Context: an optimization exercise on an open-source flow, tuned for small area and a short achievable clock period. The choices shown serve that exercise and are no tape-out recipe. Function was checked by simulation only, so behaviour that the tests miss may differ from the original.

==> 02-03: inputs <==
==> flow/design.v <==
`timescale 1 ns / 1 ns
module IIR
          (clk,
           reset,
           clk_enable,
           In1,
           ce_out,
           Out1);
  input   clk;
  input   reset;
  input   clk_enable;
  input   [15:0] In1;   
  output  ce_out;
  output  [15:0] Out1;   
  reg  signed [15:0] s;     
  reg  signed [15:0] d1;    
  reg  signed [15:0] d2;    
  reg  signed [15:0] o;     
  wire signed [15:0] In1_signed = In1;
  wire signed [16:0] c_a3 = 17'sh0F268;
  wire signed [16:0] c_b1 = 17'sh0D9E8;
  wire signed [15:0] c_a2 = -16'sh5E65;
  wire signed [15:0] c_b3 = -16'sh6CF4;
  wire signed [32:0] a_3_mul_temp = c_a3 * d1;
  wire signed [15:0] a_3_out1 = a_3_mul_temp[30:15];
  wire signed [31:0] a_2_mul_temp = c_a2 * s;
  wire signed [15:0] a_2_out1 = a_2_mul_temp[29:14];
  wire signed [31:0] sub2_temp = {{16{In1_signed[15]}}, In1_signed} - {{11{a_2_out1[15]}}, a_2_out1, 5'b00000};
  wire signed [15:0] sub2 = sub2_temp[20:5];
  wire signed [31:0] sub1_temp = {{15{sub2[15]}}, sub2, 1'b0} - {{16{a_3_out1[15]}}, a_3_out1};
  wire signed [15:0] s_next = sub1_temp[16:1];
  wire signed [32:0] b_1_mul_temp = c_b1 * s;
  wire signed [15:0] b_1_out1 = b_1_mul_temp[30:15];
  wire signed [31:0] b_3_mul_temp = c_b3 * d2;
  wire signed [15:0] b_3_out1 = b_3_mul_temp[29:14];
  wire signed [31:0] sum_temp = {{16{b_1_out1[15]}}, b_1_out1} + {{16{b_3_out1[15]}}, b_3_out1};
  wire signed [15:0] o_next = sum_temp[16:1];
  always @(posedge clk or posedge reset)
    begin
      if (reset == 1'b1) begin
        s  <= 16'sh0000;
        d1 <= 16'sh0000;
        d2 <= 16'sh0000;
        o  <= 16'sh0000;
      end
      else if (clk_enable) begin
        s  <= s_next;
        d1 <= s;
        d2 <= d1;
        o  <= o_next;
      end
    end
  assign Out1 = o;
  assign ce_out = clk_enable;
endmodule   
==> flow/run.sh <==
#!/bin/bash
# synth_recipe.tcl (not shown) runs the flow's synth.tcl, then flattens the netlist and writes it again
# the make line also repeats each setting of config.mk as NAME=value (left out here)
make -C /OpenROAD-flow-scripts/flow DESIGN_CONFIG=/design/flow/config.mk WORK_HOME=/design/flow/orfs CLKGATE_MAP_FILE= SYNTH_SCRIPT=/design/flow/synth_recipe.tcl finish
==> flow/config.mk <==
export PLATFORM = sky130hd
export DESIGN_NAME = IIR
export DESIGN_NICKNAME = IIR
export VERILOG_FILES = /design/flow/design.v
export SDC_FILE = /design/flow/constraint.sdc
export NUM_CORES = 4
export LEC_CHECK = 0
export CAP_MARGIN = 20
export CORE_MARGIN = 2
export CORE_UTILIZATION = 40
export SLEW_MARGIN = 20
==> flow/constraint.sdc <==
create_clock -name core_clock -period 10.0 [get_ports {clk}]
set_input_delay 2.0000 -clock core_clock [delete_from_list [all_inputs] [get_ports {clk}]]
set_output_delay 2.0000 -clock core_clock [all_outputs]
set_load 0.01 [all_outputs]
==> 08-10: changes against 02-03 <==
==> flow/design.v (replaced) <==
`timescale 1 ns / 1 ns
module IIR
          (clk,
           reset,
           clk_enable,
           In1,
           ce_out,
           Out1);
  input   clk;
  input   reset;
  input   clk_enable;
  input   [15:0] In1;   
  output  ce_out;
  output  [15:0] Out1;   
  reg  [15:0] s;      
  reg  [15:0] t;      
  reg         tk;     
  reg  [15:0] r;      
  reg         rnz;    
  reg  [15:0] v;      
  reg  [15:0] o;      
  wire [31:0] xs = {{16{s[15]}}, s};
  wire [31:0] m = (xs << 15) - (xs << 13) - (xs << 9) + (xs << 7)
                - (xs << 5) + (xs << 2) + xs + 32'd16383
                + ({{21{In1[15]}}, In1[15:5]} << 14) + ({16'd0, t} << 14);
  wire [15:0] s_next = {m[29] ^ tk, m[28:14]};
  wire [31:0] n = 32'd32767 - (xs << 16) + (xs << 12) - (xs << 9)
                - (xs << 7) + (xs << 5) - (xs << 3);
  wire tk_next = n[31] ^ (n[30] & (|n[29:15]));
  wire [31:0] q = (xs << 15) - (xs << 12) - (xs << 10) + (xs << 8)
                - (xs << 4) + (xs << 2);
  wire [15:0] w = q[29:14];
  wire        wnz = |q[13:0];
  wire [15:0] v_next = ~r + {15'd0, ~rnz};
  wire [16:0] sum = {w[15], w} + {v[15], v};
  always @(posedge clk or posedge reset)
    begin
      if (reset == 1'b1) begin
        s   <= 16'h0000;
        t   <= 16'h0000;
        tk  <= 1'b0;
        r   <= 16'h0000;
        rnz <= 1'b0;
        v   <= 16'h0000;
        o   <= 16'h0000;
      end
      else if (clk_enable) begin
        s   <= s_next;
        t   <= n[31:16];
        tk  <= tk_next;
        r   <= w;
        rnz <= wnz;
        v   <= v_next;
        o   <= sum[16:1];
      end
    end
  assign Out1 = o;
  assign ce_out = clk_enable;
endmodule   
ABC_CLOCK_PERIOD_IN_PS = 4000   (was default)
SETUP_SLACK_MARGIN = 5   (was default)
==> results.txt <==
In 08-10 the worst setup slack is better than in 02-03, by 3.5 ns. First-iteration DRC count: 08-10 is smaller than 02-03 (50%). 08-10 produced a clean layout. 02-03 produced a clean layout. Die area: 02-03 is larger than 08-10 (about 44%). In 02-03 the cell count is larger than in 08-10, by about 37%.

* * *

==> inputs of 11-28 <==
Another version of the RTL of IIR (not shown whole).
==> flow/config.mk <==
export PLATFORM = sky130hd
export DESIGN_NAME = IIR
export DESIGN_NICKNAME = IIR
export VERILOG_FILES = /design/flow/design.v
export SDC_FILE = /design/flow/constraint.sdc
export NUM_CORES = 4
export LEC_CHECK = 0
export CAP_MARGIN = 20
export CORE_MARGIN = 2
export CORE_UTILIZATION = 65
export SETUP_SLACK_MARGIN = 5
export SLEW_MARGIN = 20
export SYNTH_HIERARCHICAL = 1
export SYNTH_MINIMUM_KEEP_SIZE = 0
==> flow/constraint.sdc <==
create_clock -name core_clock -period 10.0 [get_ports {clk}]
set_input_delay 2.0000 -clock core_clock [delete_from_list [all_inputs] [get_ports {clk}]]
set_output_delay 2.0000 -clock core_clock [all_outputs]
set_load 0.01 [all_outputs]
run.sh (not shown) runs the stock make flow with config.mk's settings and CLKGATE_MAP_FILE= SYNTH_SCRIPT=/design/flow/synth_recipe.tcl, a recipe that flattens the netlist after the stock synthesis.
==> 12-27: changes against 11-28 <==
--- a/flow/design.v
+++ b/flow/design.v
@@ -245,39 +245,39 @@
   IIR_ha um_s219 (.a(m_c186), .b(m_s187), .s(m_s219), .co(m_c220));
   wire m_s221, m_c222;
   IIR_ha um_s221 (.a(m_c188), .b(m_s189), .s(m_s221), .co(m_c222));
   wire m_s223, m_c224;
   IIR_ha um_s223 (.a(m_c190), .b(m_s191), .s(m_s223), .co(m_c224));
   wire m_g225 = s[0] & 1'b1;
-  wire m_p226 = s[0] ^ 1'b1;
+  wire m_p226 = s[0] | 1'b1;
   wire m_g227 = s[1] & 1'b1;
-  wire m_p228 = s[1] ^ 1'b1;
+  wire m_p228 = s[1] | 1'b1;
   wire m_g229 = m_s137 & 1'b1;
-  wire m_p230 = m_s137 ^ 1'b1;
+  wire m_p230 = m_s137 | 1'b1;
   wire m_g231 = m_c138 & m_s139;
-  wire m_p232 = m_c138 ^ m_s139;
+  wire m_p232 = m_c138 | m_s139;
   wire m_g233 = m_c140 & m_s141;
-  wire m_p234 = m_c140 ^ m_s141;
+  wire m_p234 = m_c140 | m_s141;
   wire m_g235 = m_c142 & m_s143;
-  wire m_p236 = m_c142 ^ m_s143;
+  wire m_p236 = m_c142 | m_s143;
   wire m_g237 = m_c144 & m_s145;
-  wire m_p238 = m_c144 ^ m_s145;
+  wire m_p238 = m_c144 | m_s145;
   wire m_g239 = m_c146 & m_s147;
-  wire m_p240 = m_c146 ^ m_s147;
+  wire m_p240 = m_c146 | m_s147;
   wire m_g241 = m_c148 & m_s149;
-  wire m_p242 = m_c148 ^ m_s149;
+  wire m_p242 = m_c148 | m_s149;
   wire m_g243 = m_c150 & m_s151;
-  wire m_p244 = m_c150 ^ m_s151;
+  wire m_p244 = m_c150 | m_s151;
   wire m_g245 = m_c152 & m_s153;
-  wire m_p246 = m_c152 ^ m_s153;
+  wire m_p246 = m_c152 | m_s153;
   wire m_g247 = m_c154 & m_s155;
-  wire m_p248 = m_c154 ^ m_s155;
+  wire m_p248 = m_c154 | m_s155;
   wire m_g249 = m_c156 & m_s157;
-  wire m_p250 = m_c156 ^ m_s157;
+  wire m_p250 = m_c156 | m_s157;
   wire m_g251 = m_c158 & m_s159;
-  wire m_p252 = m_c158 ^ m_s159;
+  wire m_p252 = m_c158 | m_s159;
   wire m_g253 = m_s193 & In1s[0];
   wire m_p254 = m_s193 ^ In1s[0];
   wire m_g255 = m_c194 & m_s195;
   wire m_p256 = m_c194 ^ m_s195;
   wire m_g257 = m_c196 & m_s197;
   wire m_p258 = m_c196 ^ m_s197;
@@ -560,29 +560,29 @@
   IIR_ha un_s534 (.a(n_c529), .b(n_s532), .s(n_s534), .co(n_c535));
   wire n_s536, n_c537;
   IIR_fa un_s536 (.a(s_n[15]), .b(s_n[11]), .c(n_c533), .s(n_s536), .co(n_c537));
   wire n_s538 = ~(s_n[13] ^ s_n[12]);
   wire n_c539 = s_n[13] | s_n[12];
   wire n_g540 = s_n[2] & s[0];
-  wire n_p541 = s_n[2] ^ s[0];
+  wire n_p541 = s_n[2] | s[0];
   wire n_g542 = s_n[3] & s[1];
-  wire n_p543 = s_n[3] ^ s[1];
+  wire n_p543 = s_n[3] | s[1];
   wire n_g544 = s_n[0] & n_s414;
-  wire n_p545 = s_n[0] ^ n_s414;
+  wire n_p545 = s_n[0] | n_s414;
   wire n_g546 = n_c415 & n_s416;
-  wire n_p547 = n_c415 ^ n_s416;
+  wire n_p547 = n_c415 | n_s416;
   wire n_g548 = n_c417 & n_s420;
-  wire n_p549 = n_c417 ^ n_s420;
+  wire n_p549 = n_c417 | n_s420;
   wire n_g550 = n_c421 & n_s424;
-  wire n_p551 = n_c421 ^ n_s424;
+  wire n_p551 = n_c421 | n_s424;
   wire n_g552 = n_c425 & n_s428;
-  wire n_p553 = n_c425 ^ n_s428;
+  wire n_p553 = n_c425 | n_s428;
   wire n_g554 = n_c435 & n_s440;
-  wire n_p555 = n_c435 ^ n_s440;
+  wire n_p555 = n_c435 | n_s440;
   wire n_g556 = n_c441 & n_s446;
-  wire n_p557 = n_c441 ^ n_s446;
+  wire n_p557 = n_c441 | n_s446;
   wire n_g558 = n_c447 & n_s454;
   wire n_p559 = n_c447 ^ n_s454;
   wire n_g560 = n_c465 & n_s474;
   wire n_p561 = n_c465 ^ n_s474;
   wire n_g562 = n_c475 & n_s484;
   wire n_p563 = n_c475 ^ n_s484;
@@ -882,31 +882,31 @@
   IIR_ha uq_s856 (.a(q_s854), .b(q_c851), .s(q_s856), .co(q_c857));
   wire q_s858, q_c859;
   IIR_fa uq_s858 (.a(s[15]), .b(s[12]), .c(q_c855), .s(q_s858), .co(q_c859));
   wire q_s860 = ~(s[14] ^ s[13]);
   wire q_c861 = s[14] | s[13];
   wire q_g862 = s_n[0] & ~s[2];
-  wire q_p863 = s_n[0] ^ ~s[2];
+  wire q_p863 = s_n[0] | ~s[2];
   wire q_g864 = s_n[1] & q_s734;
-  wire q_p865 = s_n[1] ^ q_s734;
+  wire q_p865 = s_n[1] | q_s734;
   wire q_g866 = q_c735 & q_s736;
-  wire q_p867 = q_c735 ^ q_s736;
+  wire q_p867 = q_c735 | q_s736;
   wire q_g868 = q_c737 & q_s738;
-  wire q_p869 = q_c737 ^ q_s738;
+  wire q_p869 = q_c737 | q_s738;
   wire q_g870 = q_c739 & q_s740;
-  wire q_p871 = q_c739 ^ q_s740;
+  wire q_p871 = q_c739 | q_s740;
   wire q_g872 = q_c741 & q_s742;
-  wire q_p873 = q_c741 ^ q_s742;
+  wire q_p873 = q_c741 | q_s742;
   wire q_g874 = q_c743 & q_s746;
-  wire q_p875 = q_c743 ^ q_s746;
+  wire q_p875 = q_c743 | q_s746;
   wire q_g876 = q_c747 & q_s750;
-  wire q_p877 = q_c747 ^ q_s750;
+  wire q_p877 = q_c747 | q_s750;
   wire q_g878 = q_c751 & q_s756;
-  wire q_p879 = q_c751 ^ q_s756;
+  wire q_p879 = q_c751 | q_s756;
   wire q_g880 = q_c757 & q_s762;
-  wire q_p881 = q_c757 ^ q_s762;
+  wire q_p881 = q_c757 | q_s762;
   wire q_g882 = q_c763 & q_s768;
   wire q_p883 = q_c763 ^ q_s768;
   wire q_g884 = q_c769 & q_s776;
   wire q_p885 = q_c769 ^ q_s776;
   wire q_g886 = q_c777 & q_s784;
   wire q_p887 = q_c777 ^ q_s784;
@@ -1095,33 +1095,33 @@
   wire x_c1070 = vr[15] | q_s860;
   wire x_s1071 = ~(s[15] ^ s_n[15]);
   wire x_c1072 = s[15] | s_n[15];
   wire x_s1073, x_c1074;
   IIR_ha ux_s1073 (.a(q_c861), .b(x_s1071), .s(x_s1073), .co(x_c1074));
   wire x_g1075 = s_n[0] & s_n[2];
-  wire x_p1076 = s_n[0] ^ s_n[2];
+  wire x_p1076 = s_n[0] | s_n[2];
   wire x_g1077 = s_n[1] & q_s734;
-  wire x_p1078 = s_n[1] ^ q_s734;
+  wire x_p1078 = s_n[1] | q_s734;
   wire x_g1079 = q_c735 & q_s736;
-  wire x_p1080 = q_c735 ^ q_s736;
+  wire x_p1080 = q_c735 | q_s736;
   wire x_g1081 = q_c737 & q_s738;
-  wire x_p1082 = q_c737 ^ q_s738;
+  wire x_p1082 = q_c737 | q_s738;
   wire x_g1083 = q_c739 & q_s740;
-  wire x_p1084 = q_c739 ^ q_s740;
+  wire x_p1084 = q_c739 | q_s740;
   wire x_g1085 = q_c741 & q_s742;
-  wire x_p1086 = q_c741 ^ q_s742;
+  wire x_p1086 = q_c741 | q_s742;
   wire x_g1087 = q_c743 & q_s746;
-  wire x_p1088 = q_c743 ^ q_s746;
+  wire x_p1088 = q_c743 | q_s746;
   wire x_g1089 = q_c747 & q_s750;
-  wire x_p1090 = q_c747 ^ q_s750;
+  wire x_p1090 = q_c747 | q_s750;
   wire x_g1091 = q_c751 & q_s756;
-  wire x_p1092 = q_c751 ^ q_s756;
+  wire x_p1092 = q_c751 | q_s756;
   wire x_g1093 = q_c757 & q_s762;
-  wire x_p1094 = q_c757 ^ q_s762;
+  wire x_p1094 = q_c757 | q_s762;
   wire x_g1095 = q_s768 & x_s1039;
-  wire x_p1096 = q_s768 ^ x_s1039;
+  wire x_p1096 = q_s768 | x_s1039;
   wire x_g1097 = x_c1040 & x_s1041;
   wire x_p1098 = x_c1040 ^ x_s1041;
   wire x_g1099 = x_c1042 & x_s1043;
   wire x_p1100 = x_c1042 ^ x_s1043;
   wire x_g1101 = x_c1046 & x_s1047;
   wire x_p1102 = x_c1046 ^ x_s1047;
==> flow/flow/run.sh (new file) <==
#!/bin/bash
# Standard ORFS layout, with port buffers of a plain buffer cell and timing
# repair aimed below the clock period (the SDC is unchanged).
set -euo pipefail
bash standard.sh SETUP_SLACK_MARGIN=5.3 "BUFFER_PORTS_ARGS=-buffer_cell sky130_fd_sc_hd__buf_2" MATCH_CELL_FOOTPRINT=0 finish > flow_make.log 2>&1
==> flow/standard.sh (new file) <==
#!/bin/bash
# synth_recipe.tcl (not shown) runs the flow's synth.tcl, then flattens the netlist and writes it again
# the make line also repeats each setting of config.mk as NAME=value (left out here)
make -C /OpenROAD-flow-scripts/flow DESIGN_CONFIG=/design/flow/config.mk WORK_HOME=/design/flow/orfs CLKGATE_MAP_FILE= SYNTH_SCRIPT=/design/flow/synth_recipe.tcl "${@:-finish}"
CORE_UTILIZATION = 40   (was 65)
SETUP_SLACK_MARGIN = not set   (was 5)
TNS_END_PERCENT = 0   (was not set)
removed: flow/run.sh
==> 07-03: changes against 11-28 <==
--- a/flow/design.v
+++ b/flow/design.v
@@ -245,39 +245,39 @@
   IIR_ha um_s219 (.a(m_c186), .b(m_s187), .s(m_s219), .co(m_c220));
   wire m_s221, m_c222;
   IIR_ha um_s221 (.a(m_c188), .b(m_s189), .s(m_s221), .co(m_c222));
   wire m_s223, m_c224;
   IIR_ha um_s223 (.a(m_c190), .b(m_s191), .s(m_s223), .co(m_c224));
   wire m_g225 = s[0] & 1'b1;
-  wire m_p226 = s[0] ^ 1'b1;
+  wire m_p226 = s[0] | 1'b1;
   wire m_g227 = s[1] & 1'b1;
-  wire m_p228 = s[1] ^ 1'b1;
+  wire m_p228 = s[1] | 1'b1;
   wire m_g229 = m_s137 & 1'b1;
-  wire m_p230 = m_s137 ^ 1'b1;
+  wire m_p230 = m_s137 | 1'b1;
   wire m_g231 = m_c138 & m_s139;
-  wire m_p232 = m_c138 ^ m_s139;
+  wire m_p232 = m_c138 | m_s139;
   wire m_g233 = m_c140 & m_s141;
-  wire m_p234 = m_c140 ^ m_s141;
+  wire m_p234 = m_c140 | m_s141;
   wire m_g235 = m_c142 & m_s143;
-  wire m_p236 = m_c142 ^ m_s143;
+  wire m_p236 = m_c142 | m_s143;
   wire m_g237 = m_c144 & m_s145;
-  wire m_p238 = m_c144 ^ m_s145;
+  wire m_p238 = m_c144 | m_s145;
   wire m_g239 = m_c146 & m_s147;
-  wire m_p240 = m_c146 ^ m_s147;
+  wire m_p240 = m_c146 | m_s147;
   wire m_g241 = m_c148 & m_s149;
-  wire m_p242 = m_c148 ^ m_s149;
+  wire m_p242 = m_c148 | m_s149;
   wire m_g243 = m_c150 & m_s151;
-  wire m_p244 = m_c150 ^ m_s151;
+  wire m_p244 = m_c150 | m_s151;
   wire m_g245 = m_c152 & m_s153;
-  wire m_p246 = m_c152 ^ m_s153;
+  wire m_p246 = m_c152 | m_s153;
   wire m_g247 = m_c154 & m_s155;
-  wire m_p248 = m_c154 ^ m_s155;
+  wire m_p248 = m_c154 | m_s155;
   wire m_g249 = m_c156 & m_s157;
-  wire m_p250 = m_c156 ^ m_s157;
+  wire m_p250 = m_c156 | m_s157;
   wire m_g251 = m_c158 & m_s159;
-  wire m_p252 = m_c158 ^ m_s159;
+  wire m_p252 = m_c158 | m_s159;
   wire m_g253 = m_s193 & In1s[0];
   wire m_p254 = m_s193 ^ In1s[0];
   wire m_g255 = m_c194 & m_s195;
   wire m_p256 = m_c194 ^ m_s195;
   wire m_g257 = m_c196 & m_s197;
   wire m_p258 = m_c196 ^ m_s197;
@@ -560,29 +560,29 @@
   IIR_ha un_s534 (.a(n_c529), .b(n_s532), .s(n_s534), .co(n_c535));
   wire n_s536, n_c537;
   IIR_fa un_s536 (.a(s_n[15]), .b(s_n[11]), .c(n_c533), .s(n_s536), .co(n_c537));
   wire n_s538 = ~(s_n[13] ^ s_n[12]);
   wire n_c539 = s_n[13] | s_n[12];
   wire n_g540 = s_n[2] & s[0];
-  wire n_p541 = s_n[2] ^ s[0];
+  wire n_p541 = s_n[2] | s[0];
   wire n_g542 = s_n[3] & s[1];
-  wire n_p543 = s_n[3] ^ s[1];
+  wire n_p543 = s_n[3] | s[1];
   wire n_g544 = s_n[0] & n_s414;
-  wire n_p545 = s_n[0] ^ n_s414;
+  wire n_p545 = s_n[0] | n_s414;
   wire n_g546 = n_c415 & n_s416;
-  wire n_p547 = n_c415 ^ n_s416;
+  wire n_p547 = n_c415 | n_s416;
   wire n_g548 = n_c417 & n_s420;
-  wire n_p549 = n_c417 ^ n_s420;
+  wire n_p549 = n_c417 | n_s420;
   wire n_g550 = n_c421 & n_s424;
-  wire n_p551 = n_c421 ^ n_s424;
+  wire n_p551 = n_c421 | n_s424;
   wire n_g552 = n_c425 & n_s428;
-  wire n_p553 = n_c425 ^ n_s428;
+  wire n_p553 = n_c425 | n_s428;
   wire n_g554 = n_c435 & n_s440;
-  wire n_p555 = n_c435 ^ n_s440;
+  wire n_p555 = n_c435 | n_s440;
   wire n_g556 = n_c441 & n_s446;
-  wire n_p557 = n_c441 ^ n_s446;
+  wire n_p557 = n_c441 | n_s446;
   wire n_g558 = n_c447 & n_s454;
   wire n_p559 = n_c447 ^ n_s454;
   wire n_g560 = n_c465 & n_s474;
   wire n_p561 = n_c465 ^ n_s474;
   wire n_g562 = n_c475 & n_s484;
   wire n_p563 = n_c475 ^ n_s484;
@@ -882,31 +882,31 @@
   IIR_ha uq_s856 (.a(q_s854), .b(q_c851), .s(q_s856), .co(q_c857));
   wire q_s858, q_c859;
   IIR_fa uq_s858 (.a(s[15]), .b(s[12]), .c(q_c855), .s(q_s858), .co(q_c859));
   wire q_s860 = ~(s[14] ^ s[13]);
   wire q_c861 = s[14] | s[13];
   wire q_g862 = s_n[0] & ~s[2];
-  wire q_p863 = s_n[0] ^ ~s[2];
+  wire q_p863 = s_n[0] | ~s[2];
   wire q_g864 = s_n[1] & q_s734;
-  wire q_p865 = s_n[1] ^ q_s734;
+  wire q_p865 = s_n[1] | q_s734;
   wire q_g866 = q_c735 & q_s736;
-  wire q_p867 = q_c735 ^ q_s736;
+  wire q_p867 = q_c735 | q_s736;
   wire q_g868 = q_c737 & q_s738;
-  wire q_p869 = q_c737 ^ q_s738;
+  wire q_p869 = q_c737 | q_s738;
   wire q_g870 = q_c739 & q_s740;
-  wire q_p871 = q_c739 ^ q_s740;
+  wire q_p871 = q_c739 | q_s740;
   wire q_g872 = q_c741 & q_s742;
-  wire q_p873 = q_c741 ^ q_s742;
+  wire q_p873 = q_c741 | q_s742;
   wire q_g874 = q_c743 & q_s746;
-  wire q_p875 = q_c743 ^ q_s746;
+  wire q_p875 = q_c743 | q_s746;
   wire q_g876 = q_c747 & q_s750;
-  wire q_p877 = q_c747 ^ q_s750;
+  wire q_p877 = q_c747 | q_s750;
   wire q_g878 = q_c751 & q_s756;
-  wire q_p879 = q_c751 ^ q_s756;
+  wire q_p879 = q_c751 | q_s756;
   wire q_g880 = q_c757 & q_s762;
-  wire q_p881 = q_c757 ^ q_s762;
+  wire q_p881 = q_c757 | q_s762;
   wire q_g882 = q_c763 & q_s768;
   wire q_p883 = q_c763 ^ q_s768;
   wire q_g884 = q_c769 & q_s776;
   wire q_p885 = q_c769 ^ q_s776;
   wire q_g886 = q_c777 & q_s784;
   wire q_p887 = q_c777 ^ q_s784;
@@ -1095,33 +1095,33 @@
   wire x_c1070 = vr[15] | q_s860;
   wire x_s1071 = ~(s[15] ^ s_n[15]);
   wire x_c1072 = s[15] | s_n[15];
   wire x_s1073, x_c1074;
   IIR_ha ux_s1073 (.a(q_c861), .b(x_s1071), .s(x_s1073), .co(x_c1074));
   wire x_g1075 = s_n[0] & s_n[2];
-  wire x_p1076 = s_n[0] ^ s_n[2];
+  wire x_p1076 = s_n[0] | s_n[2];
   wire x_g1077 = s_n[1] & q_s734;
-  wire x_p1078 = s_n[1] ^ q_s734;
+  wire x_p1078 = s_n[1] | q_s734;
   wire x_g1079 = q_c735 & q_s736;
-  wire x_p1080 = q_c735 ^ q_s736;
+  wire x_p1080 = q_c735 | q_s736;
   wire x_g1081 = q_c737 & q_s738;
-  wire x_p1082 = q_c737 ^ q_s738;
+  wire x_p1082 = q_c737 | q_s738;
   wire x_g1083 = q_c739 & q_s740;
-  wire x_p1084 = q_c739 ^ q_s740;
+  wire x_p1084 = q_c739 | q_s740;
   wire x_g1085 = q_c741 & q_s742;
-  wire x_p1086 = q_c741 ^ q_s742;
+  wire x_p1086 = q_c741 | q_s742;
   wire x_g1087 = q_c743 & q_s746;
-  wire x_p1088 = q_c743 ^ q_s746;
+  wire x_p1088 = q_c743 | q_s746;
   wire x_g1089 = q_c747 & q_s750;
-  wire x_p1090 = q_c747 ^ q_s750;
+  wire x_p1090 = q_c747 | q_s750;
   wire x_g1091 = q_c751 & q_s756;
-  wire x_p1092 = q_c751 ^ q_s756;
+  wire x_p1092 = q_c751 | q_s756;
   wire x_g1093 = q_c757 & q_s762;
-  wire x_p1094 = q_c757 ^ q_s762;
+  wire x_p1094 = q_c757 | q_s762;
   wire x_g1095 = q_s768 & x_s1039;
-  wire x_p1096 = q_s768 ^ x_s1039;
+  wire x_p1096 = q_s768 | x_s1039;
   wire x_g1097 = x_c1040 & x_s1041;
   wire x_p1098 = x_c1040 ^ x_s1041;
   wire x_g1099 = x_c1042 & x_s1043;
   wire x_p1100 = x_c1042 ^ x_s1043;
   wire x_g1101 = x_c1046 & x_s1047;
   wire x_p1102 = x_c1046 ^ x_s1047;
==> flow/flow/run.sh (new file) <==
#!/bin/bash
# Standard ORFS layout, with port buffers of a plain buffer cell and timing
# repair aimed below the clock period (the SDC is unchanged).
set -euo pipefail
bash standard.sh SETUP_SLACK_MARGIN=5.3 "BUFFER_PORTS_ARGS=-buffer_cell sky130_fd_sc_hd__buf_2"  finish > flow_make.log 2>&1
==> flow/standard.sh (new file) <==
#!/bin/bash
# synth_recipe.tcl (not shown) runs the flow's synth.tcl, then flattens the netlist and writes it again
# the make line also repeats each setting of config.mk as NAME=value (left out here)
make -C /OpenROAD-flow-scripts/flow DESIGN_CONFIG=/design/flow/config.mk WORK_HOME=/design/flow/orfs CLKGATE_MAP_FILE= SYNTH_SCRIPT=/design/flow/synth_recipe.tcl "${@:-finish}"
ABC_AREA = 1   (was not set)
CORE_UTILIZATION = 40   (was 65)
SETUP_SLACK_MARGIN = not set   (was 5)
TNS_END_PERCENT = 0   (was not set)
removed: flow/run.sh
==> results.txt <==
quantity	07-03	12-27	11-28
Result of the run	timing/DRC/antenna clean	timing/DRC/antenna clean	timing/DRC/antenna clean
Netlist cell types	42	57	65
Worst-Skew Late Latency	0.36 ns	0.35 ns	0.35 ns
Number of iterations in the first detailed-routing pass	5	4	5
Cts repair resizes	27	29	40
Fin worst setup slack	5.43 ns	5.08 ns	4.71 ns
Fill count	2795	2496	1114
GR Layer Usage met2	33.5%	33.0%	52.8%
Post-detailed-placement half-perimeter wirelength	20200 microns	17700 microns	18200 microns
DRT Wirelength	28200 microns	25300 microns	26800 microns
Routed wire length on met3	953 microns	673 microns	1610 microns
Floorplan row count	62	60	47
Post-route clock skew	0.0121 ns	0.0126 ns	0.0114 ns
Non-Filler Cell Area, Final	13400 sq um	12600 sq um	12900 sq um
Proportion of cell area occupied by multi-input gates	67.4%	66.4%	68.0%
Post-route minimum period	4.57 ns	4.92 ns	5.29 ns
Placed standard-cell area	12400 sq um	11500 sq um	11800 sq um
WP data required	10.27 ns	10.23 ns	10.24 ns
Number of non-clock inverters	206	124	134
WL per Instance	15.3 microns	17.8 microns	20.3 microns

static timing again, ports no longer ideal:
How much do the figures lean on ideal ports? The routed layouts below were timed once more, with nothing changed but the port constraints.
Step 1 assumes that a clkbuf_16 drives the clock port and a buf_2 every other input.
Step 2 also shifts input and output timing later by t, the mid clock arrival at the registers, as if the neighbouring blocks saw the same clock.
Three values: ideal ports, drivers, drivers and shift; two values: the first two.
| run | t, ns | setup WS [ns] | worst data-port slew with drivers (ns) |
|---|---|---|---|
| 02-03 | 0.394 | 0.712 / 0.712 / 0.712 | 0.03 |
| 08-10 | 0.399 | 4.193 / 4.193 / 4.100 | 0.06 |
| 11-28 | 0.394 | 4.710 / 4.710 / 4.710 | 0.04 |
| 12-27 | 0.392 | 5.076 / 5.076 / 5.076 | 0.03 |
| 07-03 | 0.396 | 5.427 / 5.427 / 5.427 | 0.03 |
After both steps every run listed still meets setup and hold. For 08-10, which loses most, drivers alone change the setup slack by 0.000 ns; drivers and shift together by -0.093 ns.
